Background: an optimization exercise with open tools, aiming at small area and a short achievable clock period. Do not read the settings as production practice.
Only simulation tests tie the RTL to the original design; equivalence was not proved.
Power and IR drop assume default switching activity. The flow treats the clock pin as an ideal source, which a real chip does not have.

Design adder100_reg, start of the top module:
module adder100_reg (
    input  wire        clk,
    input  wire [99:0] a,
    input  wire [99:0] b,
    input  wire        cin,
    output reg  [99:0] cout,
    output reg  [99:0] sum
);
clock: 40.0 ns
lec_check: 0
cap_margin: 20
core_margin: 2
core_utilization: 40
cts_cluster_diameter: 120
cts_cluster_size: 36
slew_margin: 20
standard.sh (not shown) runs the stock make flow with config.mk's settings and CLKGATE_MAP_FILE= SYNTH_SCRIPT=/design/flow/synth_recipe.tcl, a recipe that flattens the netlist after the stock synthesis.
==> flow/flow/run.sh <==
#!/bin/bash
set -euo pipefail
bash standard.sh BUFFER_PORTS_ARGS="-buffer_cell sky130_fd_sc_hd__buf_1" finish > run_standard.log 2>&1
Next try:
==> flow/run.sh (new file) <==
#!/bin/bash
# synth_recipe.tcl (not shown) runs the flow's synth.tcl, then flattens the netlist and writes it again
# the make line also repeats each setting of config.mk as NAME=value (left out here)
make -C /OpenROAD-flow-scripts/flow DESIGN_CONFIG=/design/flow/config.mk WORK_HOME=/design/flow/orfs CLKGATE_MAP_FILE= SYNTH_SCRIPT=/design/flow/synth_recipe.tcl finish
CTS_CLUSTER_DIAMETER = default   (was 120)
CTS_CLUSTER_SIZE = default   (was 36)
removed: flow/flow/run.sh
removed: flow/standard.sh
After rerunning:
- global-route usage rises by 3.7 points
- clock skew falls by 35 ps
- first-iteration DRC count rises by 39%
- fmax stays flat
- routed wire length rises by 21%
- setup slack is better by 15 ps
- combinational power rises by 71%
- worst hold slack is worse by 18 ps
- synthesized area does not change
- die area stays the same
Next try:
==> flow/flow/run.sh (new file) <==
#!/bin/bash
set -euo pipefail
bash standard.sh BUFFER_PORTS_ARGS="-buffer_cell sky130_fd_sc_hd__buf_1" finish > run_standard.log 2>&1
==> flow/standard.sh (new file) <==
#!/bin/bash
# synth_recipe.tcl (not shown) runs the flow's synth.tcl, then flattens the netlist and writes it again
# the make line also repeats each setting of config.mk as NAME=value (left out here)
make -C /OpenROAD-flow-scripts/flow DESIGN_CONFIG=/design/flow/config.mk WORK_HOME=/design/flow/orfs CLKGATE_MAP_FILE= SYNTH_SCRIPT=/design/flow/synth_recipe.tcl "${@:-finish}"
CTS_CLUSTER_DIAMETER = 90   (was default)
CTS_CLUSTER_SIZE = 32   (was default)
removed: flow/run.sh
Outcome: The changed run produced a clean layout; global-route usage decreases by 3.6 points; count of clock-buffer cells in the layout decreases by 41; worst setup slack is better by 28 ps; sequential power is about the same; cell count decreases by 4.2%; final area decreases by 21%; die area does not change.
Next try:
CTS_BUF_LIST = sky130_fd_sc_hd__clkbuf_4 sky130_fd_sc_hd__clkbuf_8   (was default)
CTS_CLUSTER_DIAMETER = default   (was 90)
CTS_CLUSTER_SIZE = default   (was 32)
Non-clock buffer count does not change.
Routed wire length went up by a few percent.
Design area increases by a little under a tenth.
Clock skew rose by 4.2 ps.
Clock power goes up by well over a third.

========
adder100_reg again, from the RTL that the note above started with.
==> flow/config.mk <==
export PLATFORM = sky130hd
export DESIGN_NAME = adder100_reg
export DESIGN_NICKNAME = adder100_reg
export VERILOG_FILES = /design/flow/design.v
export SDC_FILE = /design/flow/constraint.sdc
export NUM_CORES = 4
export LEC_CHECK = 0
export CAP_MARGIN = 20
export CORE_MARGIN = 2
export CORE_UTILIZATION = 40
export CTS_CLUSTER_DIAMETER = 80
export CTS_CLUSTER_SIZE = 25
export SLEW_MARGIN = 20
==> flow/constraint.sdc <==
create_clock -name core_clock -period 40.0 [get_ports {clk}]
set_input_delay 8.0000 -clock core_clock [delete_from_list [all_inputs] [get_ports {clk}]]
set_output_delay 8.0000 -clock core_clock [all_outputs]
set_load 0.01 [all_outputs]
==> flow/flow/run.sh <==
#!/bin/bash
set -euo pipefail
bash standard.sh BUFFER_PORTS_ARGS="-buffer_cell sky130_fd_sc_hd__buf_1" finish > run_standard.log 2>&1
The baseline completed without violations.
==> next run, changes <==
CTS_CLUSTER_DIAMETER = unset   (was 80)
CTS_CLUSTER_SIZE = unset   (was 25)
Utilization grows by 2.9 points. Power grows by 18%. Final cell count grows by 3.4%. Synthesized area stays the same. First-iteration DRC count shrinks by 5.8%. Routed wire length grows by 3.2%. Combinational power grows by about 0.6%.

static timing again, ports no longer ideal:
No port has a modelled driver above. Below, the same layouts with a new extraction and two added sets of constraints.
Step 1 (the two cells are an assumption about what drives the block):
set clk [get_ports {clk}]
set_driving_cell -lib_cell sky130_fd_sc_hd__clkbuf_16 $clk
set_driving_cell -lib_cell sky130_fd_sc_hd__buf_2 [delete_from_list [all_inputs] $clk]
Step 2 times the ports against the registers' clock, not the clock port: input delays grow and output delays shrink by t, the midpoint of the rising clock arrivals with the driver on.
Slacks: no drivers / after step 1 / after step 2; pairs: no drivers / after step 1.
| run | t (ns) | setup slack, ns | hold slack, ns |
|---|---|---|---|
| the first run of note 1 | 0.530 | 1.132 / 1.132 / 1.132 | 0.523 / 0.523 / 0.523 |
| the second run of note 1 | 0.555 | 1.147 / 1.147 / 1.147 | 0.505 / 0.505 / 0.505 |
| the third run of note 1 | 0.549 | 1.175 / 1.175 / 1.175 | 0.518 / 0.518 / 0.518 |
| the fourth run of note 1 | 0.615 | 1.160 / 1.160 / 1.160 | 0.505 / 0.505 / 0.505 |
| the first run of note 2 | 0.550 | 1.120 / 1.120 / 1.120 | 0.506 / 0.506 / 0.506 |
| the second run of note 2 | 0.544 | 1.114 / 1.114 / 1.114 | 0.508 / 0.508 / 0.508 |
After both steps every run listed still meets setup and hold.
